From an optimization exercise on the open Yosys and OpenROAD flow, aimed at small area, a short achievable clock period and few clock cycles per item; shortcuts taken in it are not production practice. The RTL of this run was laid out without a check of its function. Power and IR drop assume default switching activity.

==> design/flow/config.mk <==
export PLATFORM = sky130hd
export DESIGN_NAME = booth
export DESIGN_NICKNAME = booth
export VERILOG_FILES = /design/flow/design.v
export SDC_FILE = /design/flow/constraint.sdc
export NUM_CORES = 4
export LEC_CHECK = 0
export CAP_MARGIN = 20
export CORE_MARGIN = 2
export CORE_UTILIZATION = 40
export SLEW_MARGIN = 20
export SYNTH_HIERARCHICAL = 1
export SYNTH_MINIMUM_KEEP_SIZE = 0
==> design/flow/constraint.sdc <==
create_clock -name core_clock -period 4.0 [get_ports {clk}]
set_input_delay 0.8000 -clock core_clock [delete_from_list [all_inputs] [get_ports {clk}]]
set_output_delay 0.8000 -clock core_clock [all_outputs]
set_load 0.01 [all_outputs]
==> design/flow/design.v <==
module booth (
    input  wire        clk  ,
    input  wire        rst_n,
    input  wire [15:0] x    ,
    input  wire [15:0] y    ,
    input  wire        start,
    output wire [31:0] z    ,
    output wire        busy
);
assign busy = 1'b0;
wire one0_0, two0_0;
menc ue0_0 (.y2(y[1]), .y1(y[0]), .y0(1'b0), .one(one0_0), .two(two0_0));
wire one1_0, two1_0;
menc ue1_0 (.y2(y[3]), .y1(y[2]), .y0(y[1]), .one(one1_0), .two(two1_0));
wire one2_0, two2_0;
menc ue2_0 (.y2(y[5]), .y1(y[4]), .y0(y[3]), .one(one2_0), .two(two2_0));
wire one3_0, two3_0;
menc ue3_0 (.y2(y[7]), .y1(y[6]), .y0(y[5]), .one(one3_0), .two(two3_0));
wire one4_0, two4_0;
menc ue4_0 (.y2(y[9]), .y1(y[8]), .y0(y[7]), .one(one4_0), .two(two4_0));
wire one5_0, two5_0;
menc ue5_0 (.y2(y[11]), .y1(y[10]), .y0(y[9]), .one(one5_0), .two(two5_0));
wire one6_0, two6_0;
menc ue6_0 (.y2(y[13]), .y1(y[12]), .y0(y[11]), .one(one6_0), .two(two6_0));
wire one7_0, two7_0;
menc ue7_0 (.y2(y[15]), .y1(y[14]), .y0(y[13]), .one(one7_0), .two(two7_0));
wire pp0_0;
mbs upp0_0 (.xj(x[0]), .xm(1'b0), .one(one0_0), .two(two0_0), .neg(y[1]), .pp(pp0_0));
wire pp0_1;
mbs upp0_1 (.xj(x[1]), .xm(x[0]), .one(one0_0), .two(two0_0), .neg(y[1]), .pp(pp0_1));
wire pp0_2;
mbs upp0_2 (.xj(x[2]), .xm(x[1]), .one(one0_0), .two(two0_0), .neg(y[1]), .pp(pp0_2));
wire pp0_3;
mbs upp0_3 (.xj(x[3]), .xm(x[2]), .one(one0_0), .two(two0_0), .neg(y[1]), .pp(pp0_3));
wire pp0_4;
mbs upp0_4 (.xj(x[4]), .xm(x[3]), .one(one0_0), .two(two0_0), .neg(y[1]), .pp(pp0_4));
wire pp0_5;
mbs upp0_5 (.xj(x[5]), .xm(x[4]), .one(one0_0), .two(two0_0), .neg(y[1]), .pp(pp0_5));
wire pp0_6;
mbs upp0_6 (.xj(x[6]), .xm(x[5]), .one(one0_0), .two(two0_0), .neg(y[1]), .pp(pp0_6));
wire pp0_7;
mbs upp0_7 (.xj(x[7]), .xm(x[6]), .one(one0_0), .two(two0_0), .neg(y[1]), .pp(pp0_7));
wire pp0_8;
mbs upp0_8 (.xj(x[8]), .xm(x[7]), .one(one0_0), .two(two0_0), .neg(y[1]), .pp(pp0_8));
wire pp0_9;
mbs upp0_9 (.xj(x[9]), .xm(x[8]), .one(one0_0), .two(two0_0), .neg(y[1]), .pp(pp0_9));
wire pp0_10;
mbs upp0_10 (.xj(x[10]), .xm(x[9]), .one(one0_0), .two(two0_0), .neg(y[1]), .pp(pp0_10));
wire pp0_11;
mbs upp0_11 (.xj(x[11]), .xm(x[10]), .one(one0_0), .two(two0_0), .neg(y[1]), .pp(pp0_11));
wire pp0_12;
mbs upp0_12 (.xj(x[12]), .xm(x[11]), .one(one0_0), .two(two0_0), .neg(y[1]), .pp(pp0_12));
wire pp0_13;
mbs upp0_13 (.xj(x[13]), .xm(x[12]), .one(one0_0), .two(two0_0), .neg(y[1]), .pp(pp0_13));
wire pp0_14;
mbs upp0_14 (.xj(x[14]), .xm(x[13]), .one(one0_0), .two(two0_0), .neg(y[1]), .pp(pp0_14));
wire pp0_15;
mbs upp0_15 (.xj(x[15]), .xm(x[14]), .one(one0_0), .two(two0_0), .neg(y[1]), .pp(pp0_15));
wire pp0_16;
mbsn upp0_16 (.xj(x[15]), .xm(x[15]), .one(one0_0), .two(two0_0), .neg(y[1]), .pp(pp0_16));
wire s0n;
minv us0n (.a(pp0_16), .y(s0n));
wire pp1_0;
mbs upp1_0 (.xj(x[0]), .xm(1'b0), .one(one1_0), .two(two1_0), .neg(y[3]), .pp(pp1_0));
wire pp1_1;
mbs upp1_1 (.xj(x[1]), .xm(x[0]), .one(one1_0), .two(two1_0), .neg(y[3]), .pp(pp1_1));
wire pp1_2;
mbs upp1_2 (.xj(x[2]), .xm(x[1]), .one(one1_0), .two(two1_0), .neg(y[3]), .pp(pp1_2));
wire pp1_3;
mbs upp1_3 (.xj(x[3]), .xm(x[2]), .one(one1_0), .two(two1_0), .neg(y[3]), .pp(pp1_3));
wire pp1_4;
mbs upp1_4 (.xj(x[4]), .xm(x[3]), .one(one1_0), .two(two1_0), .neg(y[3]), .pp(pp1_4));
wire pp1_5;
mbs upp1_5 (.xj(x[5]), .xm(x[4]), .one(one1_0), .two(two1_0), .neg(y[3]), .pp(pp1_5));
wire pp1_6;
mbs upp1_6 (.xj(x[6]), .xm(x[5]), .one(one1_0), .two(two1_0), .neg(y[3]), .pp(pp1_6));
wire pp1_7;
mbs upp1_7 (.xj(x[7]), .xm(x[6]), .one(one1_0), .two(two1_0), .neg(y[3]), .pp(pp1_7));
wire pp1_8;
mbs upp1_8 (.xj(x[8]), .xm(x[7]), .one(one1_0), .two(two1_0), .neg(y[3]), .pp(pp1_8));
wire pp1_9;
mbs upp1_9 (.xj(x[9]), .xm(x[8]), .one(one1_0), .two(two1_0), .neg(y[3]), .pp(pp1_9));
wire pp1_10;
mbs upp1_10 (.xj(x[10]), .xm(x[9]), .one(one1_0), .two(two1_0), .neg(y[3]), .pp(pp1_10));
wire pp1_11;
mbs upp1_11 (.xj(x[11]), .xm(x[10]), .one(one1_0), .two(two1_0), .neg(y[3]), .pp(pp1_11));
wire pp1_12;
mbs upp1_12 (.xj(x[12]), .xm(x[11]), .one(one1_0), .two(two1_0), .neg(y[3]), .pp(pp1_12));
wire pp1_13;
mbs upp1_13 (.xj(x[13]), .xm(x[12]), .one(one1_0), .two(two1_0), .neg(y[3]), .pp(pp1_13));
wire pp1_14;
mbs upp1_14 (.xj(x[14]), .xm(x[13]), .one(one1_0), .two(two1_0), .neg(y[3]), .pp(pp1_14));
wire pp1_15;
mbs upp1_15 (.xj(x[15]), .xm(x[14]), .one(one1_0), .two(two1_0), .neg(y[3]), .pp(pp1_15));
wire pp1_16;
mbsn upp1_16 (.xj(x[15]), .xm(x[15]), .one(one1_0), .two(two1_0), .neg(y[3]), .pp(pp1_16));
wire pp2_0;
mbs upp2_0 (.xj(x[0]), .xm(1'b0), .one(one2_0), .two(two2_0), .neg(y[5]), .pp(pp2_0));
wire pp2_1;
mbs upp2_1 (.xj(x[1]), .xm(x[0]), .one(one2_0), .two(two2_0), .neg(y[5]), .pp(pp2_1));
wire pp2_2;
mbs upp2_2 (.xj(x[2]), .xm(x[1]), .one(one2_0), .two(two2_0), .neg(y[5]), .pp(pp2_2));
wire pp2_3;
mbs upp2_3 (.xj(x[3]), .xm(x[2]), .one(one2_0), .two(two2_0), .neg(y[5]), .pp(pp2_3));
wire pp2_4;
mbs upp2_4 (.xj(x[4]), .xm(x[3]), .one(one2_0), .two(two2_0), .neg(y[5]), .pp(pp2_4));
wire pp2_5;
mbs upp2_5 (.xj(x[5]), .xm(x[4]), .one(one2_0), .two(two2_0), .neg(y[5]), .pp(pp2_5));
wire pp2_6;
mbs upp2_6 (.xj(x[6]), .xm(x[5]), .one(one2_0), .two(two2_0), .neg(y[5]), .pp(pp2_6));
wire pp2_7;
mbs upp2_7 (.xj(x[7]), .xm(x[6]), .one(one2_0), .two(two2_0), .neg(y[5]), .pp(pp2_7));
wire pp2_8;
mbs upp2_8 (.xj(x[8]), .xm(x[7]), .one(one2_0), .two(two2_0), .neg(y[5]), .pp(pp2_8));
wire pp2_9;
mbs upp2_9 (.xj(x[9]), .xm(x[8]), .one(one2_0), .two(two2_0), .neg(y[5]), .pp(pp2_9));
wire pp2_10;
mbs upp2_10 (.xj(x[10]), .xm(x[9]), .one(one2_0), .two(two2_0), .neg(y[5]), .pp(pp2_10));
wire pp2_11;
mbs upp2_11 (.xj(x[11]), .xm(x[10]), .one(one2_0), .two(two2_0), .neg(y[5]), .pp(pp2_11));
wire pp2_12;
mbs upp2_12 (.xj(x[12]), .xm(x[11]), .one(one2_0), .two(two2_0), .neg(y[5]), .pp(pp2_12));
wire pp2_13;
mbs upp2_13 (.xj(x[13]), .xm(x[12]), .one(one2_0), .two(two2_0), .neg(y[5]), .pp(pp2_13));
wire pp2_14;
mbs upp2_14 (.xj(x[14]), .xm(x[13]), .one(one2_0), .two(two2_0), .neg(y[5]), .pp(pp2_14));
wire pp2_15;
mbs upp2_15 (.xj(x[15]), .xm(x[14]), .one(one2_0), .two(two2_0), .neg(y[5]), .pp(pp2_15));
wire pp2_16;
mbsn upp2_16 (.xj(x[15]), .xm(x[15]), .one(one2_0), .two(two2_0), .neg(y[5]), .pp(pp2_16));
wire pp3_0;
mbs upp3_0 (.xj(x[0]), .xm(1'b0), .one(one3_0), .two(two3_0), .neg(y[7]), .pp(pp3_0));
wire pp3_1;
mbs upp3_1 (.xj(x[1]), .xm(x[0]), .one(one3_0), .two(two3_0), .neg(y[7]), .pp(pp3_1));
wire pp3_2;
mbs upp3_2 (.xj(x[2]), .xm(x[1]), .one(one3_0), .two(two3_0), .neg(y[7]), .pp(pp3_2));
wire pp3_3;
mbs upp3_3 (.xj(x[3]), .xm(x[2]), .one(one3_0), .two(two3_0), .neg(y[7]), .pp(pp3_3));
wire pp3_4;
mbs upp3_4 (.xj(x[4]), .xm(x[3]), .one(one3_0), .two(two3_0), .neg(y[7]), .pp(pp3_4));
wire pp3_5;
mbs upp3_5 (.xj(x[5]), .xm(x[4]), .one(one3_0), .two(two3_0), .neg(y[7]), .pp(pp3_5));
wire pp3_6;
mbs upp3_6 (.xj(x[6]), .xm(x[5]), .one(one3_0), .two(two3_0), .neg(y[7]), .pp(pp3_6));
wire pp3_7;
mbs upp3_7 (.xj(x[7]), .xm(x[6]), .one(one3_0), .two(two3_0), .neg(y[7]), .pp(pp3_7));
wire pp3_8;
mbs upp3_8 (.xj(x[8]), .xm(x[7]), .one(one3_0), .two(two3_0), .neg(y[7]), .pp(pp3_8));
wire pp3_9;
mbs upp3_9 (.xj(x[9]), .xm(x[8]), .one(one3_0), .two(two3_0), .neg(y[7]), .pp(pp3_9));
wire pp3_10;
mbs upp3_10 (.xj(x[10]), .xm(x[9]), .one(one3_0), .two(two3_0), .neg(y[7]), .pp(pp3_10));
wire pp3_11;
mbs upp3_11 (.xj(x[11]), .xm(x[10]), .one(one3_0), .two(two3_0), .neg(y[7]), .pp(pp3_11));
wire pp3_12;
mbs upp3_12 (.xj(x[12]), .xm(x[11]), .one(one3_0), .two(two3_0), .neg(y[7]), .pp(pp3_12));
wire pp3_13;
mbs upp3_13 (.xj(x[13]), .xm(x[12]), .one(one3_0), .two(two3_0), .neg(y[7]), .pp(pp3_13));
wire pp3_14;
mbs upp3_14 (.xj(x[14]), .xm(x[13]), .one(one3_0), .two(two3_0), .neg(y[7]), .pp(pp3_14));
wire pp3_15;
mbs upp3_15 (.xj(x[15]), .xm(x[14]), .one(one3_0), .two(two3_0), .neg(y[7]), .pp(pp3_15));
wire pp3_16;
mbsn upp3_16 (.xj(x[15]), .xm(x[15]), .one(one3_0), .two(two3_0), .neg(y[7]), .pp(pp3_16));
wire pp4_0;
mbs upp4_0 (.xj(x[0]), .xm(1'b0), .one(one4_0), .two(two4_0), .neg(y[9]), .pp(pp4_0));
wire pp4_1;
mbs upp4_1 (.xj(x[1]), .xm(x[0]), .one(one4_0), .two(two4_0), .neg(y[9]), .pp(pp4_1));
wire pp4_2;
mbs upp4_2 (.xj(x[2]), .xm(x[1]), .one(one4_0), .two(two4_0), .neg(y[9]), .pp(pp4_2));
wire pp4_3;
mbs upp4_3 (.xj(x[3]), .xm(x[2]), .one(one4_0), .two(two4_0), .neg(y[9]), .pp(pp4_3));
wire pp4_4;
mbs upp4_4 (.xj(x[4]), .xm(x[3]), .one(one4_0), .two(two4_0), .neg(y[9]), .pp(pp4_4));
wire pp4_5;
mbs upp4_5 (.xj(x[5]), .xm(x[4]), .one(one4_0), .two(two4_0), .neg(y[9]), .pp(pp4_5));
wire pp4_6;
mbs upp4_6 (.xj(x[6]), .xm(x[5]), .one(one4_0), .two(two4_0), .neg(y[9]), .pp(pp4_6));
wire pp4_7;
mbs upp4_7 (.xj(x[7]), .xm(x[6]), .one(one4_0), .two(two4_0), .neg(y[9]), .pp(pp4_7));
wire pp4_8;
mbs upp4_8 (.xj(x[8]), .xm(x[7]), .one(one4_0), .two(two4_0), .neg(y[9]), .pp(pp4_8));
wire pp4_9;
mbs upp4_9 (.xj(x[9]), .xm(x[8]), .one(one4_0), .two(two4_0), .neg(y[9]), .pp(pp4_9));
wire pp4_10;
mbs upp4_10 (.xj(x[10]), .xm(x[9]), .one(one4_0), .two(two4_0), .neg(y[9]), .pp(pp4_10));
wire pp4_11;
mbs upp4_11 (.xj(x[11]), .xm(x[10]), .one(one4_0), .two(two4_0), .neg(y[9]), .pp(pp4_11));
wire pp4_12;
mbs upp4_12 (.xj(x[12]), .xm(x[11]), .one(one4_0), .two(two4_0), .neg(y[9]), .pp(pp4_12));
wire pp4_13;
mbs upp4_13 (.xj(x[13]), .xm(x[12]), .one(one4_0), .two(two4_0), .neg(y[9]), .pp(pp4_13));
wire pp4_14;
mbs upp4_14 (.xj(x[14]), .xm(x[13]), .one(one4_0), .two(two4_0), .neg(y[9]), .pp(pp4_14));
wire pp4_15;
mbs upp4_15 (.xj(x[15]), .xm(x[14]), .one(one4_0), .two(two4_0), .neg(y[9]), .pp(pp4_15));
wire pp4_16;
mbsn upp4_16 (.xj(x[15]), .xm(x[15]), .one(one4_0), .two(two4_0), .neg(y[9]), .pp(pp4_16));
wire pp5_0;
mbs upp5_0 (.xj(x[0]), .xm(1'b0), .one(one5_0), .two(two5_0), .neg(y[11]), .pp(pp5_0));
wire pp5_1;
mbs upp5_1 (.xj(x[1]), .xm(x[0]), .one(one5_0), .two(two5_0), .neg(y[11]), .pp(pp5_1));
wire pp5_2;
mbs upp5_2 (.xj(x[2]), .xm(x[1]), .one(one5_0), .two(two5_0), .neg(y[11]), .pp(pp5_2));
wire pp5_3;
mbs upp5_3 (.xj(x[3]), .xm(x[2]), .one(one5_0), .two(two5_0), .neg(y[11]), .pp(pp5_3));
wire pp5_4;
mbs upp5_4 (.xj(x[4]), .xm(x[3]), .one(one5_0), .two(two5_0), .neg(y[11]), .pp(pp5_4));
wire pp5_5;
mbs upp5_5 (.xj(x[5]), .xm(x[4]), .one(one5_0), .two(two5_0), .neg(y[11]), .pp(pp5_5));
wire pp5_6;
mbs upp5_6 (.xj(x[6]), .xm(x[5]), .one(one5_0), .two(two5_0), .neg(y[11]), .pp(pp5_6));
wire pp5_7;
mbs upp5_7 (.xj(x[7]), .xm(x[6]), .one(one5_0), .two(two5_0), .neg(y[11]), .pp(pp5_7));
wire pp5_8;
mbs upp5_8 (.xj(x[8]), .xm(x[7]), .one(one5_0), .two(two5_0), .neg(y[11]), .pp(pp5_8));
wire pp5_9;
mbs upp5_9 (.xj(x[9]), .xm(x[8]), .one(one5_0), .two(two5_0), .neg(y[11]), .pp(pp5_9));
wire pp5_10;
mbs upp5_10 (.xj(x[10]), .xm(x[9]), .one(one5_0), .two(two5_0), .neg(y[11]), .pp(pp5_10));
wire pp5_11;
mbs upp5_11 (.xj(x[11]), .xm(x[10]), .one(one5_0), .two(two5_0), .neg(y[11]), .pp(pp5_11));
wire pp5_12;
mbs upp5_12 (.xj(x[12]), .xm(x[11]), .one(one5_0), .two(two5_0), .neg(y[11]), .pp(pp5_12));
wire pp5_13;
mbs upp5_13 (.xj(x[13]), .xm(x[12]), .one(one5_0), .two(two5_0), .neg(y[11]), .pp(pp5_13));
wire pp5_14;
mbs upp5_14 (.xj(x[14]), .xm(x[13]), .one(one5_0), .two(two5_0), .neg(y[11]), .pp(pp5_14));
wire pp5_15;
mbs upp5_15 (.xj(x[15]), .xm(x[14]), .one(one5_0), .two(two5_0), .neg(y[11]), .pp(pp5_15));
wire pp5_16;
mbsn upp5_16 (.xj(x[15]), .xm(x[15]), .one(one5_0), .two(two5_0), .neg(y[11]), .pp(pp5_16));
wire pp6_0;
mbs upp6_0 (.xj(x[0]), .xm(1'b0), .one(one6_0), .two(two6_0), .neg(y[13]), .pp(pp6_0));
wire pp6_1;
mbs upp6_1 (.xj(x[1]), .xm(x[0]), .one(one6_0), .two(two6_0), .neg(y[13]), .pp(pp6_1));
wire pp6_2;
mbs upp6_2 (.xj(x[2]), .xm(x[1]), .one(one6_0), .two(two6_0), .neg(y[13]), .pp(pp6_2));
wire pp6_3;
mbs upp6_3 (.xj(x[3]), .xm(x[2]), .one(one6_0), .two(two6_0), .neg(y[13]), .pp(pp6_3));
wire pp6_4;
mbs upp6_4 (.xj(x[4]), .xm(x[3]), .one(one6_0), .two(two6_0), .neg(y[13]), .pp(pp6_4));
wire pp6_5;
mbs upp6_5 (.xj(x[5]), .xm(x[4]), .one(one6_0), .two(two6_0), .neg(y[13]), .pp(pp6_5));
wire pp6_6;
mbs upp6_6 (.xj(x[6]), .xm(x[5]), .one(one6_0), .two(two6_0), .neg(y[13]), .pp(pp6_6));
wire pp6_7;
mbs upp6_7 (.xj(x[7]), .xm(x[6]), .one(one6_0), .two(two6_0), .neg(y[13]), .pp(pp6_7));
wire pp6_8;
mbs upp6_8 (.xj(x[8]), .xm(x[7]), .one(one6_0), .two(two6_0), .neg(y[13]), .pp(pp6_8));
wire pp6_9;
mbs upp6_9 (.xj(x[9]), .xm(x[8]), .one(one6_0), .two(two6_0), .neg(y[13]), .pp(pp6_9));
wire pp6_10;
mbs upp6_10 (.xj(x[10]), .xm(x[9]), .one(one6_0), .two(two6_0), .neg(y[13]), .pp(pp6_10));
wire pp6_11;
mbs upp6_11 (.xj(x[11]), .xm(x[10]), .one(one6_0), .two(two6_0), .neg(y[13]), .pp(pp6_11));
wire pp6_12;
mbs upp6_12 (.xj(x[12]), .xm(x[11]), .one(one6_0), .two(two6_0), .neg(y[13]), .pp(pp6_12));
wire pp6_13;
mbs upp6_13 (.xj(x[13]), .xm(x[12]), .one(one6_0), .two(two6_0), .neg(y[13]), .pp(pp6_13));
wire pp6_14;
mbs upp6_14 (.xj(x[14]), .xm(x[13]), .one(one6_0), .two(two6_0), .neg(y[13]), .pp(pp6_14));
wire pp6_15;
mbs upp6_15 (.xj(x[15]), .xm(x[14]), .one(one6_0), .two(two6_0), .neg(y[13]), .pp(pp6_15));
wire pp6_16;
mbsn upp6_16 (.xj(x[15]), .xm(x[15]), .one(one6_0), .two(two6_0), .neg(y[13]), .pp(pp6_16));
wire pp7_0;
mbs upp7_0 (.xj(x[0]), .xm(1'b0), .one(one7_0), .two(two7_0), .neg(y[15]), .pp(pp7_0));
wire pp7_1;
mbs upp7_1 (.xj(x[1]), .xm(x[0]), .one(one7_0), .two(two7_0), .neg(y[15]), .pp(pp7_1));
wire pp7_2;
mbs upp7_2 (.xj(x[2]), .xm(x[1]), .one(one7_0), .two(two7_0), .neg(y[15]), .pp(pp7_2));
wire pp7_3;
mbs upp7_3 (.xj(x[3]), .xm(x[2]), .one(one7_0), .two(two7_0), .neg(y[15]), .pp(pp7_3));
wire pp7_4;
mbs upp7_4 (.xj(x[4]), .xm(x[3]), .one(one7_0), .two(two7_0), .neg(y[15]), .pp(pp7_4));
wire pp7_5;
mbs upp7_5 (.xj(x[5]), .xm(x[4]), .one(one7_0), .two(two7_0), .neg(y[15]), .pp(pp7_5));
wire pp7_6;
mbs upp7_6 (.xj(x[6]), .xm(x[5]), .one(one7_0), .two(two7_0), .neg(y[15]), .pp(pp7_6));
wire pp7_7;
mbs upp7_7 (.xj(x[7]), .xm(x[6]), .one(one7_0), .two(two7_0), .neg(y[15]), .pp(pp7_7));
wire pp7_8;
mbs upp7_8 (.xj(x[8]), .xm(x[7]), .one(one7_0), .two(two7_0), .neg(y[15]), .pp(pp7_8));
wire pp7_9;
mbs upp7_9 (.xj(x[9]), .xm(x[8]), .one(one7_0), .two(two7_0), .neg(y[15]), .pp(pp7_9));
wire pp7_10;
mbs upp7_10 (.xj(x[10]), .xm(x[9]), .one(one7_0), .two(two7_0), .neg(y[15]), .pp(pp7_10));
wire pp7_11;
mbs upp7_11 (.xj(x[11]), .xm(x[10]), .one(one7_0), .two(two7_0), .neg(y[15]), .pp(pp7_11));
wire pp7_12;
mbs upp7_12 (.xj(x[12]), .xm(x[11]), .one(one7_0), .two(two7_0), .neg(y[15]), .pp(pp7_12));
wire pp7_13;
mbs upp7_13 (.xj(x[13]), .xm(x[12]), .one(one7_0), .two(two7_0), .neg(y[15]), .pp(pp7_13));
wire pp7_14;
mbs upp7_14 (.xj(x[14]), .xm(x[13]), .one(one7_0), .two(two7_0), .neg(y[15]), .pp(pp7_14));
wire pp7_15;
mbs upp7_15 (.xj(x[15]), .xm(x[14]), .one(one7_0), .two(two7_0), .neg(y[15]), .pp(pp7_15));
wire pp7_16;
mbsn upp7_16 (.xj(x[15]), .xm(x[15]), .one(one7_0), .two(two7_0), .neg(y[15]), .pp(pp7_16));
wire s1, c2;
mha us1 (.a(y[3]), .b(pp0_2), .s(s1), .co(c2));
wire s3, c4;
mha us3 (.a(pp0_3), .b(pp1_1), .s(s3), .co(c4));
wire s5, c6;
mfa us5 (.a(y[5]), .b(pp0_4), .c(pp1_2), .s(s5), .co(c6));
wire s7, c8;
mha us7 (.a(pp2_0), .b(c4), .s(s7), .co(c8));
wire s9, c10;
mfa us9 (.a(pp0_5), .b(pp1_3), .c(pp2_1), .s(s9), .co(c10));
wire s11, c12;
mha us11 (.a(c6), .b(c8), .s(s11), .co(c12));
wire s13, c14;
mfa us13 (.a(y[7]), .b(pp0_6), .c(pp1_4), .s(s13), .co(c14));
wire s15, c16;
mfa us15 (.a(pp2_2), .b(pp3_0), .c(c10), .s(s15), .co(c16));
wire s17, c18;
mha us17 (.a(s13), .b(c12), .s(s17), .co(c18));
wire s19, c20;
mfa us19 (.a(pp0_7), .b(pp1_5), .c(pp2_3), .s(s19), .co(c20));
wire s21, c22;
mfa us21 (.a(pp3_1), .b(c14), .c(s19), .s(s21), .co(c22));
wire s23, c24;
mha us23 (.a(c16), .b(c18), .s(s23), .co(c24));
wire s25, c26;
mfa us25 (.a(y[9]), .b(pp0_8), .c(pp1_6), .s(s25), .co(c26));
wire s27, c28;
mfa us27 (.a(pp2_4), .b(pp3_2), .c(pp4_0), .s(s27), .co(c28));
wire s29, c30;
mfa us29 (.a(c20), .b(s25), .c(s27), .s(s29), .co(c30));
wire s31, c32;
mha us31 (.a(c22), .b(s29), .s(s31), .co(c32));
wire s33, c34;
mfa us33 (.a(pp0_9), .b(pp1_7), .c(pp2_5), .s(s33), .co(c34));
wire s35, c36;
mfa us35 (.a(pp3_3), .b(pp4_1), .c(c26), .s(s35), .co(c36));
wire s37, c38;
mfa us37 (.a(c28), .b(s33), .c(c30), .s(s37), .co(c38));
wire s39, c40;
mha us39 (.a(s35), .b(c32), .s(s39), .co(c40));
wire s41, c42;
mfa us41 (.a(y[11]), .b(pp0_10), .c(pp1_8), .s(s41), .co(c42));
wire s43, c44;
mfa us43 (.a(pp2_6), .b(pp3_4), .c(pp4_2), .s(s43), .co(c44));
wire s45, c46;
mfa us45 (.a(pp5_0), .b(c34), .c(s41), .s(s45), .co(c46));
wire s47, c48;
mfa us47 (.a(s43), .b(c36), .c(s45), .s(s47), .co(c48));
wire s49, c50;
mha us49 (.a(c38), .b(c40), .s(s49), .co(c50));
wire s51, c52;
mfa us51 (.a(pp0_11), .b(pp1_9), .c(pp2_7), .s(s51), .co(c52));
wire s53, c54;
mfa us53 (.a(pp3_5), .b(pp4_3), .c(pp5_1), .s(s53), .co(c54));
wire s55, c56;
mfa us55 (.a(c42), .b(c44), .c(s51), .s(s55), .co(c56));
wire s57, c58;
mfa us57 (.a(s53), .b(c46), .c(s55), .s(s57), .co(c58));
wire s59, c60;
mha us59 (.a(c48), .b(s57), .s(s59), .co(c60));
wire s61, c62;
mfa us61 (.a(y[13]), .b(pp0_12), .c(pp1_10), .s(s61), .co(c62));
wire s63, c64;
mfa us63 (.a(pp2_8), .b(pp3_6), .c(pp4_4), .s(s63), .co(c64));
wire s65, c66;
mfa us65 (.a(pp5_2), .b(pp6_0), .c(c52), .s(s65), .co(c66));
wire s67, c68;
mfa us67 (.a(c54), .b(s61), .c(s63), .s(s67), .co(c68));
wire s69, c70;
mfa us69 (.a(c56), .b(s65), .c(s67), .s(s69), .co(c70));
wire s71, c72;
mha us71 (.a(c58), .b(s69), .s(s71), .co(c72));
wire s73, c74;
mfa us73 (.a(pp0_13), .b(pp1_11), .c(pp2_9), .s(s73), .co(c74));
wire s75, c76;
mfa us75 (.a(pp3_7), .b(pp4_5), .c(pp5_3), .s(s75), .co(c76));
wire s77, c78;
mfa us77 (.a(pp6_1), .b(c62), .c(c64), .s(s77), .co(c78));
wire s79, c80;
mfa us79 (.a(s73), .b(s75), .c(c66), .s(s79), .co(c80));
wire s81, c82;
mfa us81 (.a(c68), .b(s77), .c(s79), .s(s81), .co(c82));
wire s83, c84;
mha us83 (.a(c70), .b(c72), .s(s83), .co(c84));
wire s85, c86;
mfa us85 (.a(y[15]), .b(pp0_14), .c(pp1_12), .s(s85), .co(c86));
wire s87, c88;
mfa us87 (.a(pp2_10), .b(pp3_8), .c(pp4_6), .s(s87), .co(c88));
wire s89, c90;
mfa us89 (.a(pp5_4), .b(pp6_2), .c(pp7_0), .s(s89), .co(c90));
wire s91, c92;
mfa us91 (.a(c74), .b(c76), .c(s85), .s(s91), .co(c92));
wire s93, c94;
mfa us93 (.a(s87), .b(s89), .c(c78), .s(s93), .co(c94));
wire s95, c96;
mfa us95 (.a(s91), .b(c80), .c(s93), .s(s95), .co(c96));
wire s97, c98;
mha us97 (.a(c82), .b(s95), .s(s97), .co(c98));
wire s99, c100;
mfa us99 (.a(pp0_15), .b(pp1_13), .c(pp2_11), .s(s99), .co(c100));
wire s101, c102;
mfa us101 (.a(pp3_9), .b(pp4_7), .c(pp5_5), .s(s101), .co(c102));
wire s103, c104;
mfa us103 (.a(pp6_3), .b(pp7_1), .c(c86), .s(s103), .co(c104));
wire s105, c106;
mfa us105 (.a(c88), .b(c90), .c(s99), .s(s105), .co(c106));
wire s107, c108;
mfa us107 (.a(s101), .b(c92), .c(s103), .s(s107), .co(c108));
wire s109, c110;
mfa us109 (.a(s105), .b(c94), .c(s107), .s(s109), .co(c110));
wire s111, c112;
mha us111 (.a(c96), .b(s109), .s(s111), .co(c112));
wire s113, c114;
mfa us113 (.a(s0n), .b(pp1_14), .c(pp2_12), .s(s113), .co(c114));
wire s115, c116;
mfa us115 (.a(pp3_10), .b(pp4_8), .c(pp5_6), .s(s115), .co(c116));
wire s117, c118;
mfa us117 (.a(pp6_4), .b(pp7_2), .c(c100), .s(s117), .co(c118));
wire s119, c120;
mfa us119 (.a(c102), .b(s113), .c(s115), .s(s119), .co(c120));
wire s121, c122;
mfa us121 (.a(c104), .b(c106), .c(s117), .s(s121), .co(c122));
wire s123, c124;
mfa us123 (.a(s119), .b(c108), .c(s121), .s(s123), .co(c124));
wire s125, c126;
mha us125 (.a(c110), .b(s123), .s(s125), .co(c126));
wire s127, c128;
mfa us127 (.a(s0n), .b(pp1_15), .c(pp2_13), .s(s127), .co(c128));
wire s129, c130;
mfa us129 (.a(pp3_11), .b(pp4_9), .c(pp5_7), .s(s129), .co(c130));
wire s131, c132;
mfa us131 (.a(pp6_5), .b(pp7_3), .c(c114), .s(s131), .co(c132));
wire s133, c134;
mfa us133 (.a(c116), .b(s127), .c(s129), .s(s133), .co(c134));
wire s135, c136;
mfa us135 (.a(c118), .b(c120), .c(s131), .s(s135), .co(c136));
wire s137, c138;
mfa us137 (.a(s133), .b(c122), .c(s135), .s(s137), .co(c138));
wire s139, c140;
mha us139 (.a(c124), .b(s137), .s(s139), .co(c140));
wire s141, c142;
mfa us141 (.a(pp0_16), .b(pp1_16), .c(pp2_14), .s(s141), .co(c142));
wire s143, c144;
mfa us143 (.a(pp3_12), .b(pp4_10), .c(pp5_8), .s(s143), .co(c144));
wire s145, c146;
mfa us145 (.a(pp6_6), .b(pp7_4), .c(c128), .s(s145), .co(c146));
wire s147, c148;
mfa us147 (.a(c130), .b(s141), .c(s143), .s(s147), .co(c148));
wire s149, c150;
mfa us149 (.a(c132), .b(c134), .c(s145), .s(s149), .co(c150));
wire s151, c152;
mfa us151 (.a(s147), .b(c136), .c(s149), .s(s151), .co(c152));
wire s153, c154;
mha us153 (.a(c138), .b(s151), .s(s153), .co(c154));
wire s155;
minv us155 (.a(pp2_15), .y(s155));
wire s156, c157;
mfa us156 (.a(pp3_13), .b(pp4_11), .c(pp5_9), .s(s156), .co(c157));
wire s158, c159;
mfa us158 (.a(pp6_7), .b(pp7_5), .c(s155), .s(s158), .co(c159));
wire s160, c161;
mfa us160 (.a(c142), .b(c144), .c(s156), .s(s160), .co(c161));
wire s162, c163;
mfa us162 (.a(s158), .b(c146), .c(c148), .s(s162), .co(c163));
wire s164, c165;
mfa us164 (.a(s160), .b(c150), .c(s162), .s(s164), .co(c165));
wire s166, c167;
mha us166 (.a(c152), .b(s164), .s(s166), .co(c167));
wire s168, c169;
mfa us168 (.a(pp2_16), .b(pp3_14), .c(pp4_12), .s(s168), .co(c169));
wire s170, c171;
mfa us170 (.a(pp5_10), .b(pp6_8), .c(pp7_6), .s(s170), .co(c171));
wire s172, c173;
mfa us172 (.a(pp2_15), .b(c157), .c(c159), .s(s172), .co(c173));
wire s174, c175;
mfa us174 (.a(s168), .b(s170), .c(c161), .s(s174), .co(c175));
wire s176, c177;
mfa us176 (.a(s172), .b(c163), .c(s174), .s(s176), .co(c177));
wire s178, c179;
mha us178 (.a(c165), .b(s176), .s(s178), .co(c179));
wire s180;
minv us180 (.a(pp3_15), .y(s180));
wire s181, c182;
mfa us181 (.a(pp4_13), .b(pp5_11), .c(pp6_9), .s(s181), .co(c182));
wire s183, c184;
mfa us183 (.a(pp7_7), .b(s180), .c(c169), .s(s183), .co(c184));
wire s185, c186;
mfa us185 (.a(c171), .b(s181), .c(c173), .s(s185), .co(c186));
wire s187, c188;
mfa us187 (.a(s183), .b(c175), .c(s185), .s(s187), .co(c188));
wire s189, c190;
mha us189 (.a(c177), .b(s187), .s(s189), .co(c190));
wire s191, c192;
mfa us191 (.a(pp3_16), .b(pp4_14), .c(pp5_12), .s(s191), .co(c192));
wire s193, c194;
mfa us193 (.a(pp6_10), .b(pp7_8), .c(pp3_15), .s(s193), .co(c194));
wire s195, c196;
mfa us195 (.a(c182), .b(s191), .c(s193), .s(s195), .co(c196));
wire s197, c198;
mfa us197 (.a(c184), .b(s195), .c(c186), .s(s197), .co(c198));
wire s199, c200;
mha us199 (.a(c188), .b(s197), .s(s199), .co(c200));
wire s201;
minv us201 (.a(pp4_15), .y(s201));
wire s202, c203;
mfa us202 (.a(pp5_13), .b(pp6_11), .c(pp7_9), .s(s202), .co(c203));
wire s204, c205;
mfa us204 (.a(s201), .b(c192), .c(c194), .s(s204), .co(c205));
wire s206, c207;
mfa us206 (.a(s202), .b(c196), .c(s204), .s(s206), .co(c207));
wire s208, c209;
mha us208 (.a(s206), .b(c198), .s(s208), .co(c209));
wire s210, c211;
mfa us210 (.a(pp4_16), .b(pp5_14), .c(pp6_12), .s(s210), .co(c211));
wire s212, c213;
mfa us212 (.a(pp7_10), .b(pp4_15), .c(c203), .s(s212), .co(c213));
wire s214, c215;
mfa us214 (.a(s210), .b(c205), .c(s212), .s(s214), .co(c215));
wire s216, c217;
mha us216 (.a(c207), .b(s214), .s(s216), .co(c217));
wire s218;
minv us218 (.a(pp5_15), .y(s218));
wire s219, c220;
mfa us219 (.a(pp6_13), .b(pp7_11), .c(s218), .s(s219), .co(c220));
wire s221, c222;
mfa us221 (.a(c211), .b(s219), .c(c213), .s(s221), .co(c222));
wire s223, c224;
mha us223 (.a(c215), .b(s221), .s(s223), .co(c224));
wire s225, c226;
mfa us225 (.a(pp5_16), .b(pp6_14), .c(pp7_12), .s(s225), .co(c226));
wire s227, c228;
mfa us227 (.a(pp5_15), .b(c220), .c(s225), .s(s227), .co(c228));
wire s229, c230;
mha us229 (.a(s227), .b(c222), .s(s229), .co(c230));
wire s231;
minv us231 (.a(pp6_15), .y(s231));
wire s232, c233;
mfa us232 (.a(pp7_13), .b(s231), .c(c226), .s(s232), .co(c233));
wire s234, c235;
mha us234 (.a(c228), .b(s232), .s(s234), .co(c235));
wire s236, c237;
mfa us236 (.a(pp6_16), .b(pp7_14), .c(pp6_15), .s(s236), .co(c237));
wire s238, c239;
mha us238 (.a(s236), .b(c233), .s(s238), .co(c239));
wire s240;
minv us240 (.a(pp7_15), .y(s240));
wire s241, c242;
mha us241 (.a(s240), .b(c237), .s(s241), .co(c242));
wire s243, c244;
mha us243 (.a(pp7_16), .b(pp7_15), .s(s243), .co(c244));
wire s245;
minv us245 (.a(c244), .y(s245));
wire lp246, lg247;
mha ulp246 (.a(pp0_0), .b(y[1]), .s(lp246), .co(lg247));
wire lp248, lg249;
mha ulp248 (.a(pp1_0), .b(s1), .s(lp248), .co(lg249));
wire lp250, lg251;
mha ulp250 (.a(c2), .b(s3), .s(lp250), .co(lg251));
wire lp252, lg253;
mha ulp252 (.a(s5), .b(s7), .s(lp252), .co(lg253));
wire lp254, lg255;
mha ulp254 (.a(s9), .b(s11), .s(lp254), .co(lg255));
wire lp256, lg257;
mha ulp256 (.a(s15), .b(s17), .s(lp256), .co(lg257));
wire lp258, lg259;
mha ulp258 (.a(s21), .b(s23), .s(lp258), .co(lg259));
wire lp260, lg261;
mha ulp260 (.a(c24), .b(s31), .s(lp260), .co(lg261));
wire lp262, lg263;
mha ulp262 (.a(s37), .b(s39), .s(lp262), .co(lg263));
wire lq264;
mand ulq264 (.a(lp248), .b(pp0_1), .y(lq264));
wire lg265;
mao ulg265 (.g1(lg253), .p1(lp252), .g0(lg251), .g(lg265));
wire lq266;
mand ulq266 (.a(lp252), .b(lp250), .y(lq266));
wire lg267;
mao ulg267 (.g1(lg257), .p1(lp256), .g0(lg255), .g(lg267));
wire lq268;
mand ulq268 (.a(lp256), .b(lp254), .y(lq268));
wire lg269;
mao ulg269 (.g1(lg261), .p1(lp260), .g0(lg259), .g(lg269));
wire lq270;
mand ulq270 (.a(lp260), .b(lp258), .y(lq270));
wire la271;
mand ula271 (.a(pp0_1), .b(lg247), .y(la271));
wire lg272;
mao ulg272 (.g1(lg249), .p1(lq264), .g0(lg247), .g(lg272));
wire lg273;
mao ulg273 (.g1(lg255), .p1(lp254), .g0(lg265), .g(lg273));
wire lq274;
mand ulq274 (.a(lp254), .b(lq266), .y(lq274));
wire lg275;
mao ulg275 (.g1(lg267), .p1(lq268), .g0(lg265), .g(lg275));
wire lq276;
mand ulq276 (.a(lq268), .b(lq266), .y(lq276));
wire lg277;
mao ulg277 (.g1(lg263), .p1(lp262), .g0(lg269), .g(lg277));
wire lq278;
mand ulq278 (.a(lp262), .b(lq270), .y(lq278));
wire lg279;
mao ulg279 (.g1(lg251), .p1(lp250), .g0(lg272), .g(lg279));
wire lg280;
mao ulg280 (.g1(lg265), .p1(lq266), .g0(lg272), .g(lg280));
wire lg281;
mao ulg281 (.g1(lg273), .p1(lq274), .g0(lg272), .g(lg281));
wire lg282;
mao ulg282 (.g1(lg275), .p1(lq276), .g0(lg272), .g(lg282));
wire lg283;
mao ulg283 (.g1(lg259), .p1(lp258), .g0(lg282), .g(lg283));
wire lg284;
mao ulg284 (.g1(lg269), .p1(lq270), .g0(lg282), .g(lg284));
wire lg285;
mao ulg285 (.g1(lg277), .p1(lq278), .g0(lg282), .g(lg285));
wire ls286;
mxor uls286 (.a(pp0_1), .b(lg247), .y(ls286));
wire ls287;
mxor uls287 (.a(lp248), .b(la271), .y(ls287));
wire ls288;
mxor uls288 (.a(lp250), .b(lg272), .y(ls288));
wire ls289;
mxor uls289 (.a(lp252), .b(lg279), .y(ls289));
wire ls290;
mxor uls290 (.a(lp254), .b(lg280), .y(ls290));
wire ls291;
mxor uls291 (.a(lp256), .b(lg281), .y(ls291));
wire ls292;
mxor uls292 (.a(lp258), .b(lg282), .y(ls292));
wire ls293;
mxor uls293 (.a(lp260), .b(lg283), .y(ls293));
wire ls294;
mxor uls294 (.a(lp262), .b(lg284), .y(ls294));
reg [10:0] qlo;
reg [21:0] qa;
reg [20:0] qb;
wire hp295, hg296;
mha uhp295 (.a(qa[0]), .b(qb[0]), .s(hp295), .co(hg296));
wire hp297, hg298;
mha uhp297 (.a(qa[1]), .b(qb[1]), .s(hp297), .co(hg298));
wire hp299, hg300;
mha uhp299 (.a(qa[2]), .b(qb[2]), .s(hp299), .co(hg300));
wire hp301, hg302;
mha uhp301 (.a(qa[3]), .b(qb[3]), .s(hp301), .co(hg302));
wire hp303, hg304;
mha uhp303 (.a(qa[4]), .b(qb[4]), .s(hp303), .co(hg304));
wire hp305, hg306;
mha uhp305 (.a(qa[5]), .b(qb[5]), .s(hp305), .co(hg306));
wire hp307, hg308;
mha uhp307 (.a(qa[6]), .b(qb[6]), .s(hp307), .co(hg308));
wire hp309, hg310;
mha uhp309 (.a(qa[7]), .b(qb[7]), .s(hp309), .co(hg310));
wire hp311, hg312;
mha uhp311 (.a(qa[8]), .b(qb[8]), .s(hp311), .co(hg312));
wire hp313, hg314;
mha uhp313 (.a(qa[9]), .b(qb[9]), .s(hp313), .co(hg314));
wire hp315, hg316;
mha uhp315 (.a(qa[10]), .b(qb[10]), .s(hp315), .co(hg316));
wire hp317, hg318;
mha uhp317 (.a(qa[11]), .b(qb[11]), .s(hp317), .co(hg318));
wire hp319, hg320;
mha uhp319 (.a(qa[12]), .b(qb[12]), .s(hp319), .co(hg320));
wire hp321, hg322;
mha uhp321 (.a(qa[13]), .b(qb[13]), .s(hp321), .co(hg322));
wire hp323, hg324;
mha uhp323 (.a(qa[14]), .b(qb[14]), .s(hp323), .co(hg324));
wire hp325, hg326;
mha uhp325 (.a(qa[15]), .b(qb[15]), .s(hp325), .co(hg326));
wire hp327, hg328;
mha uhp327 (.a(qa[16]), .b(qb[16]), .s(hp327), .co(hg328));
wire hp329, hg330;
mha uhp329 (.a(qa[17]), .b(qb[17]), .s(hp329), .co(hg330));
wire hp331, hg332;
mha uhp331 (.a(qa[18]), .b(qb[18]), .s(hp331), .co(hg332));
wire hp333, hg334;
mha uhp333 (.a(qa[19]), .b(qb[19]), .s(hp333), .co(hg334));
wire hp335, hg336;
mha uhp335 (.a(qa[20]), .b(qb[20]), .s(hp335), .co(hg336));
wire hg337;
mao uhg337 (.g1(hg296), .p1(hp295), .g0(qlo[10]), .g(hg337));
wire hg338;
mao uhg338 (.g1(hg300), .p1(hp299), .g0(hg298), .g(hg338));
wire hq339;
mand uhq339 (.a(hp299), .b(hp297), .y(hq339));
wire hg340;
mao uhg340 (.g1(hg304), .p1(hp303), .g0(hg302), .g(hg340));
wire hq341;
mand uhq341 (.a(hp303), .b(hp301), .y(hq341));
wire hg342;
mao uhg342 (.g1(hg308), .p1(hp307), .g0(hg306), .g(hg342));
wire hq343;
mand uhq343 (.a(hp307), .b(hp305), .y(hq343));
wire hg344;
mao uhg344 (.g1(hg312), .p1(hp311), .g0(hg310), .g(hg344));
wire hq345;
mand uhq345 (.a(hp311), .b(hp309), .y(hq345));
wire hg346;
mao uhg346 (.g1(hg316), .p1(hp315), .g0(hg314), .g(hg346));
wire hq347;
mand uhq347 (.a(hp315), .b(hp313), .y(hq347));
wire hg348;
mao uhg348 (.g1(hg320), .p1(hp319), .g0(hg318), .g(hg348));
wire hq349;
mand uhq349 (.a(hp319), .b(hp317), .y(hq349));
wire hg350;
mao uhg350 (.g1(hg324), .p1(hp323), .g0(hg322), .g(hg350));
wire hq351;
mand uhq351 (.a(hp323), .b(hp321), .y(hq351));
wire hg352;
mao uhg352 (.g1(hg328), .p1(hp327), .g0(hg326), .g(hg352));
wire hq353;
mand uhq353 (.a(hp327), .b(hp325), .y(hq353));
wire hg354;
mao uhg354 (.g1(hg332), .p1(hp331), .g0(hg330), .g(hg354));
wire hq355;
mand uhq355 (.a(hp331), .b(hp329), .y(hq355));
wire hg356;
mao uhg356 (.g1(hg336), .p1(hp335), .g0(hg334), .g(hg356));
wire hq357;
mand uhq357 (.a(hp335), .b(hp333), .y(hq357));
wire hg358;
mao uhg358 (.g1(hg298), .p1(hp297), .g0(hg337), .g(hg358));
wire hg359;
mao uhg359 (.g1(hg338), .p1(hq339), .g0(hg337), .g(hg359));
wire hg360;
mao uhg360 (.g1(hg306), .p1(hp305), .g0(hg340), .g(hg360));
wire hq361;
mand uhq361 (.a(hp305), .b(hq341), .y(hq361));
wire hg362;
mao uhg362 (.g1(hg342), .p1(hq343), .g0(hg340), .g(hg362));
wire hq363;
mand uhq363 (.a(hq343), .b(hq341), .y(hq363));
wire hg364;
mao uhg364 (.g1(hg314), .p1(hp313), .g0(hg344), .g(hg364));
wire hq365;
mand uhq365 (.a(hp313), .b(hq345), .y(hq365));
wire hg366;
mao uhg366 (.g1(hg346), .p1(hq347), .g0(hg344), .g(hg366));
wire hq367;
mand uhq367 (.a(hq347), .b(hq345), .y(hq367));
wire hg368;
mao uhg368 (.g1(hg322), .p1(hp321), .g0(hg348), .g(hg368));
wire hq369;
mand uhq369 (.a(hp321), .b(hq349), .y(hq369));
wire hg370;
mao uhg370 (.g1(hg350), .p1(hq351), .g0(hg348), .g(hg370));
wire hq371;
mand uhq371 (.a(hq351), .b(hq349), .y(hq371));
wire hg372;
mao uhg372 (.g1(hg330), .p1(hp329), .g0(hg352), .g(hg372));
wire hq373;
mand uhq373 (.a(hp329), .b(hq353), .y(hq373));
wire hg374;
mao uhg374 (.g1(hg354), .p1(hq355), .g0(hg352), .g(hg374));
wire hq375;
mand uhq375 (.a(hq355), .b(hq353), .y(hq375));
wire ha376;
mand uha376 (.a(qa[21]), .b(hg356), .y(ha376));
wire hq377;
mand uhq377 (.a(qa[21]), .b(hq357), .y(hq377));
wire hg378;
mao uhg378 (.g1(hg302), .p1(hp301), .g0(hg359), .g(hg378));
wire hg379;
mao uhg379 (.g1(hg340), .p1(hq341), .g0(hg359), .g(hg379));
wire hg380;
mao uhg380 (.g1(hg360), .p1(hq361), .g0(hg359), .g(hg380));
wire hg381;
mao uhg381 (.g1(hg362), .p1(hq363), .g0(hg359), .g(hg381));
wire hg382;
mao uhg382 (.g1(hg318), .p1(hp317), .g0(hg366), .g(hg382));
wire hq383;
mand uhq383 (.a(hp317), .b(hq367), .y(hq383));
wire hg384;
mao uhg384 (.g1(hg348), .p1(hq349), .g0(hg366), .g(hg384));
wire hq385;
mand uhq385 (.a(hq349), .b(hq367), .y(hq385));
wire hg386;
mao uhg386 (.g1(hg368), .p1(hq369), .g0(hg366), .g(hg386));
wire hq387;
mand uhq387 (.a(hq369), .b(hq367), .y(hq387));
wire hg388;
mao uhg388 (.g1(hg370), .p1(hq371), .g0(hg366), .g(hg388));
wire hq389;
mand uhq389 (.a(hq371), .b(hq367), .y(hq389));
wire hg390;
mao uhg390 (.g1(hg334), .p1(hp333), .g0(hg374), .g(hg390));
wire hq391;
mand uhq391 (.a(hp333), .b(hq375), .y(hq391));
wire hg392;
mao uhg392 (.g1(hg356), .p1(hq357), .g0(hg374), .g(hg392));
wire hq393;
mand uhq393 (.a(hq357), .b(hq375), .y(hq393));
wire hg394;
mao uhg394 (.g1(ha376), .p1(hq377), .g0(hg374), .g(hg394));
wire hq395;
mand uhq395 (.a(hq377), .b(hq375), .y(hq395));
wire hg396;
mao uhg396 (.g1(hg310), .p1(hp309), .g0(hg381), .g(hg396));
wire hg397;
mao uhg397 (.g1(hg344), .p1(hq345), .g0(hg381), .g(hg397));
wire hg398;
mao uhg398 (.g1(hg364), .p1(hq365), .g0(hg381), .g(hg398));
wire hg399;
mao uhg399 (.g1(hg366), .p1(hq367), .g0(hg381), .g(hg399));
wire hg400;
mao uhg400 (.g1(hg382), .p1(hq383), .g0(hg381), .g(hg400));
wire hg401;
mao uhg401 (.g1(hg384), .p1(hq385), .g0(hg381), .g(hg401));
wire hg402;
mao uhg402 (.g1(hg386), .p1(hq387), .g0(hg381), .g(hg402));
wire hg403;
mao uhg403 (.g1(hg388), .p1(hq389), .g0(hg381), .g(hg403));
wire hg404;
mao uhg404 (.g1(hg326), .p1(hp325), .g0(hg403), .g(hg404));
wire hg405;
mao uhg405 (.g1(hg352), .p1(hq353), .g0(hg403), .g(hg405));
wire hg406;
mao uhg406 (.g1(hg372), .p1(hq373), .g0(hg403), .g(hg406));
wire hg407;
mao uhg407 (.g1(hg374), .p1(hq375), .g0(hg403), .g(hg407));
wire hg408;
mao uhg408 (.g1(hg390), .p1(hq391), .g0(hg403), .g(hg408));
wire hg409;
mao uhg409 (.g1(hg392), .p1(hq393), .g0(hg403), .g(hg409));
wire hg410;
mao uhg410 (.g1(hg394), .p1(hq395), .g0(hg403), .g(hg410));
wire hs411;
mxor uhs411 (.a(hp295), .b(qlo[10]), .y(hs411));
wire hs412;
mxor uhs412 (.a(hp297), .b(hg337), .y(hs412));
wire hs413;
mxor uhs413 (.a(hp299), .b(hg358), .y(hs413));
wire hs414;
mxor uhs414 (.a(hp301), .b(hg359), .y(hs414));
wire hs415;
mxor uhs415 (.a(hp303), .b(hg378), .y(hs415));
wire hs416;
mxor uhs416 (.a(hp305), .b(hg379), .y(hs416));
wire hs417;
mxor uhs417 (.a(hp307), .b(hg380), .y(hs417));
wire hs418;
mxor uhs418 (.a(hp309), .b(hg381), .y(hs418));
wire hs419;
mxor uhs419 (.a(hp311), .b(hg396), .y(hs419));
wire hs420;
mxor uhs420 (.a(hp313), .b(hg397), .y(hs420));
wire hs421;
mxor uhs421 (.a(hp315), .b(hg398), .y(hs421));
wire hs422;
mxor uhs422 (.a(hp317), .b(hg399), .y(hs422));
wire hs423;
mxor uhs423 (.a(hp319), .b(hg400), .y(hs423));
wire hs424;
mxor uhs424 (.a(hp321), .b(hg401), .y(hs424));
wire hs425;
mxor uhs425 (.a(hp323), .b(hg402), .y(hs425));
wire hs426;
mxor uhs426 (.a(hp325), .b(hg403), .y(hs426));
wire hs427;
mxor uhs427 (.a(hp327), .b(hg404), .y(hs427));
wire hs428;
mxor uhs428 (.a(hp329), .b(hg405), .y(hs428));
wire hs429;
mxor uhs429 (.a(hp331), .b(hg406), .y(hs429));
wire hs430;
mxor uhs430 (.a(hp333), .b(hg407), .y(hs430));
wire hs431;
mxor uhs431 (.a(hp335), .b(hg408), .y(hs431));
wire hs432;
mxor uhs432 (.a(qa[21]), .b(hg409), .y(hs432));
assign z = {hs432, hs431, hs430, hs429, hs428, hs427, hs426, hs425, hs424, hs423, hs422, hs421, hs420, hs419, hs418, hs417, hs416, hs415, hs414, hs413, hs412, hs411, qlo[9], qlo[8], qlo[7], qlo[6], qlo[5], qlo[4], qlo[3], qlo[2], qlo[1], qlo[0]};
always @(posedge clk)
    if (start) begin
        qlo <= {lg285, ls294, ls293, ls292, ls291, ls290, ls289, ls288, ls287, ls286, lp246};
        qa <= {s245, c242, c239, c235, c230, c224, c217, c209, c200, c190, c179, c167, c154, c140, c126, c112, c98, c84, s81, c60, c50, s47};
        qb <= {s243, s241, s238, s234, s229, s223, s216, s208, s199, s189, s178, s166, s153, s139, s125, s111, s97, s83, s71, s59, s49};
    end
endmodule
module menc (input wire y2, input wire y1, input wire y0, output wire one, output wire two);
assign one = y1 ^ y0;
assign two = (y2 & ~y1 & ~y0) | (~y2 & y1 & y0);
endmodule
module mbs (input wire xj, input wire xm, input wire one, input wire two, input wire neg, output wire pp);
assign pp = ((one & xj) | (two & xm)) ^ neg;
endmodule
module mbsn (input wire xj, input wire xm, input wire one, input wire two, input wire neg, output wire pp);
assign pp = ~(((one & xj) | (two & xm)) ^ neg);
endmodule
module mfa (input wire a, input wire b, input wire c, output wire s, output wire co);
assign s  = a ^ b ^ c;
assign co = (a & b) | (a & c) | (b & c);
endmodule
module mha (input wire a, input wire b, output wire s, output wire co);
assign s  = a ^ b;
assign co = a & b;
endmodule
module mx3 (input wire a, input wire b, input wire c, output wire s);
assign s = a ^ b ^ c;
endmodule
module mmaj (input wire a, input wire b, input wire c, output wire co);
assign co = (a & b) | (a & c) | (b & c);
endmodule
module minv (input wire a, output wire y);
assign y = ~a;
endmodule
module mand (input wire a, input wire b, output wire y);
assign y = a & b;
endmodule
module mxor (input wire a, input wire b, output wire y);
assign y = a ^ b;
endmodule
module mao (input wire g1, input wire p1, input wire g0, output wire g);
assign g = g1 | (p1 & g0);
endmodule
==> design/flow/flow/run.sh <==
#!/bin/bash
set -euo pipefail
export BUFFER_PORTS_ARGS="-buffer_cell sky130_fd_sc_hd__buf_2"
bash standard.sh > standard.log 2>&1
==> design/flow/standard.sh <==
#!/bin/bash
# synth_recipe.tcl (not shown) runs the flow's synth.tcl, then flattens the netlist and writes it again
# the make line also repeats each setting of config.mk as NAME=value (left out here)
make -C /OpenROAD-flow-scripts/flow DESIGN_CONFIG=/design/flow/config.mk WORK_HOME=/design/flow/orfs CLKGATE_MAP_FILE= SYNTH_SCRIPT=/design/flow/synth_recipe.tcl "${@:-finish}"
==> run summary <==
## cells by family (layout without fill, tap and decap cells)
family / count (synthesis) / count (layout) / synth area share (%)
simple gates: 48 / 48 / 3.30
compound gates: 203 / 203 / 26.4
other cells: 1 / 12 / 0.0441
xor+xnor: 175 / 175 / 18.0
flops: 54 / 54 / 19.1
buf+inv: 41 / 202 / 3.27
fa+ha+maj: 149 / 149 / 29.9
## flip-flops by register name, summed over array words and instances (netlist names)
signal and cells:
qlo 11, qa 22, qb 21
## what timing repair did
item | CTS | global route
resized for setup | 0 | 8
setup endpoints to repair | 0 | 12
buffers inserted | 0 | 12
## Yosys stat by module, one instance, submodules excluded, a selection
module / copies in the design / area [µm²] / flip-flops and latches / cells inside
booth: 1 / 1870 / 54 / 88
mand: 32 / 6.26 / 0 / 1
mao: 59 / 7.51 / 0 / 1
mbs: 128 / 21.3 / 0 / 2
menc: 8 / 31.3 / 0 / 4
mfa: 90 / 20.0 / 0 / 1
mha: 59 / 12.5 / 0 / 1
minv: 8 / 3.75 / 0 / 1
## how the worst max path moves through the flow
stage	endpoint	slack, ps	from	depth (start not counted)
2_1_floorplan	qb[6]$_DFFE_PP_	-40	y[4]	9
3_3_place_gp	qlo[10]$_DFFE_PP_	-240	y[0]	13
3_5_place_dp	qlo[8]$_DFFE_PP_	-300	y[0]	14
4_1_cts	qlo[10]$_DFFE_PP_	30	y[0]	13
5_1_grt	qlo[10]$_DFFE_PP_	-10	y[3]	14
6_report	qb[6]$_DFFE_PP_	50	y[3]	12
## power breakdown
part           leakage, nW  switching [mW]  internal (mW)  total [mW]
Clock               0.0842           0.226          0.297       0.524
Sequential           0.526          0.0762           1.21        1.29
Combinational         3.64            2.71           2.57        5.27
## layer usage
layer / wire length [µm] / part of all wire [%] / global-route usage, % / vias up
li1: - / - / - / 2765
met4: 265 / 1.2 / 4.58 / 0
met3: 906 / 4.2 / 2.44 / 18
met1: 9570 / 45 / 27.8 / 3020
met2: 10600 / 50 / 34.5 / 116
met5: 0 / 0 / 0 / -
## metrics by stage
step           cell area (µm²)  utilization [%]  TNS [ps]  worst slack [ps]
3_5_place_dp             10300             49.0     -5050              -302
4_1_cts                  10400             49.8         0              28.3
6_report                 10600             50.7         0              46.2
2_1_floorplan             8820                -     -97.3             -35.7
5_1_grt                  10600             50.7     -19.1             -13.5
3_3_place_gp             10300             49.0     -3820              -242
## final cells by class
class / count / area, µm²
Fill cell: 1875 / 10300
Multi-Input combinational cell: 587 / 6960
Sequential cell: 54 / 1620
Timing Repair Buffer: 186 / 1510
Tap cell: 275 / 344
Clock buffer: 5 / 125
Clock inverter: 3 / 43.8
Inverter: 8 / 30.0
## placed cells by master (no fill, tap or decap), types with 8 or more instances in the layout
master	count
a22oi_2	136
buf_12	20
buf_4	98
and2_1	32
buf_2	64
edfxtp_1	54
fa_2	13
conb_1	12
xnor2_1	125
xor2_1	37
o22ai_4	8
inv_1	8
a21o_1	59
nand2_1	8
xor2_4	8
fa_1	77
ha_1	58
==> summary.txt <==
Status
  • Status: complete, no violations

Critical path
  • Delay-heaviest family, CP: adder cells
  • Data required, critical path: 4060 ps
  • Kind of critical path: input port to flip-flop
  • Critical path, cell by cell: clkbuf_4 > buf_6 > nand2b_4 > o22ai_4 > buf_12 > a22oi_2 > xnor2_1 > fa_1 > fa_2 > fa_1 > fa_1 > ha_1
  • Most used cell, CP: fa_1
  • Crit-path max cell delay: 530 ps
  • WP data arrival: approximately 4000 ps
  • Worst setup SP type: input port
  • Slowest library cell on the worst path: fa_1
  • Worst path bufs/invs: 3
  • CP max FO: 8
  • CP endpoint kind: flip-flop

Clocking
  • Post-CTS Hold Buffers: 0
  • Clock root buffer: clkbuf_16
  • Total CTS buffers: 5
  • Clock-pin slew reported for the worst setup and hold paths after clock tree synthesis: 80 ps
  • H-tree level count: 2
  • Max Buffers Root-to-Sink: 2
  • TritonCTS clock tree: built
  • CTS sink count: between 50 and 60

Power
  • Worst vdd ir: slightly above 0.4 mV
  • Total chip power: slightly above 7 mW
  • Leakage power: roughly 4.3 nW
  • PD cells: 666 nW/µm²

Synth
  • Syn Area/Cell: 12.7 µm²
  • Count leader, synth: a22oi_2
  • Commonest cells in the netlist: 136 x a22oi_2, 128 x xnor2_1, 90 x fa_1, 59 x a21o_1, 59 x ha_1
  • Area share of the largest cell type after synthesis: about a fifth
  • YS warnings: 7
  • Post-synth top flop: edfxtp_1
  • Number of flops mapped to enable cells by yosys: 54
  • Post-synthesis async set-or-reset flop share: 0%
  • Cell taking the most area after synthesis: fa_1
  • Post-Synthesis Cells: 671
  • Cell variety after synth: 14
  • Yosys reg bits: 54
  • Seq/Total Area, Yosys: around a fifth
  • Post-Syn Area: roughly 8500 µm²
  • Dominant cells by area after synthesis: fa_1 21%, a22oi_2 20%, edfxtp_1 19%

STA
  • Final hold violation count: 0
  • Final Cycle Share: between 90% and 100%
  • Min Clock Period, post-route: a little under 4000 ps
  • Relative slew slack: roughly half
  • Least-Margin Pin Slew: ~760 ps
  • Hold Slack: 1110 ps
  • Fmax: roughly 0.25 GHz
  • Final-report max-slew violation count: 0
  • Count of final setup violators: 0

GRT
  • Grt ovf: 0
  • Vias in the first global route: between 6000 and 7000
  • Total Routing Usage GR: between 20% and 30%
  • First-pass GRT wire length: about 35 mm
  • Pin count of the biggest net entering global routing: 29
  • Initial antenna violation count: 0

Place
  • Placed Cells: ~1100
  • HPWL Detailed: between 15 and 20 mm
  • Placer Congestion: slightly above 0.9
  • Port bufs: 65

Die
  • IO Count: 68
  • Row cnt: 53
  • Vert. Die Dim: 150 µm
  • Die X: 150 µm
  • Initial Utilization: between 40% and 50%
  • Core Region: 21000 µm²
  • Die area: approximately 22000 µm²

Routing
  • DRT iter0 DRCs: roughly 300
  • Vias per cell: approximately 5.3
  • Wire length per cell: 19.1 µm
  • Post-route ant nets: 0
  • Drt pass-1 iters: 4
  • Routed via count: 5919
  • DRC viols: 0
  • Final wirelength: roughly 21 mm

Hold path
  • Hold Path Sink: qa[21]$_DFFE_PP_
  • Min-delay src: start
  • Hold Path Class: input port to flip-flop
  • WHS Path Cells: 1

Finish
  • Cell Count, Final, Fillers Out: between 1000 and 1500
  • ANT cells: 0
  • Area Overhead vs Synth: 25.1%
  • Layout cells sized above 1: between 40% and 50%
  • Fin nets: approximately 1000

Run
  • Max Cap Violations: 0

==> re-timing with driven ports <==
How much do the figures lean on ideal ports? The routed layout below was timed once more, with nothing changed but the port constraints.
Step 1 sets driving cells, clkbuf_16 on the clock port and buf_2 on the other inputs (assumed; they add their load-dependent delay and slew).
Step 2 also shifts input and output timing later by t, the mid clock arrival at the registers, as if the neighbouring blocks saw the same clock.
Three values: no drivers, after step 1, after step 2; two values: the first two.
t (ns): 0.354
setup slack, ns: 0.046 / 0.061 / -0.294
hold WS [ns]: 1.105 / 1.076 / 1.238
worst setup path after step 2: input to register
latest minus earliest clock arrival (ns): 0.011 / 0.011
Met with ideal ports but missed after step 2: setup timing in this run. For this run, drivers alone change the setup slack by +0.015 ns; drivers and shift together by -0.340 ns.
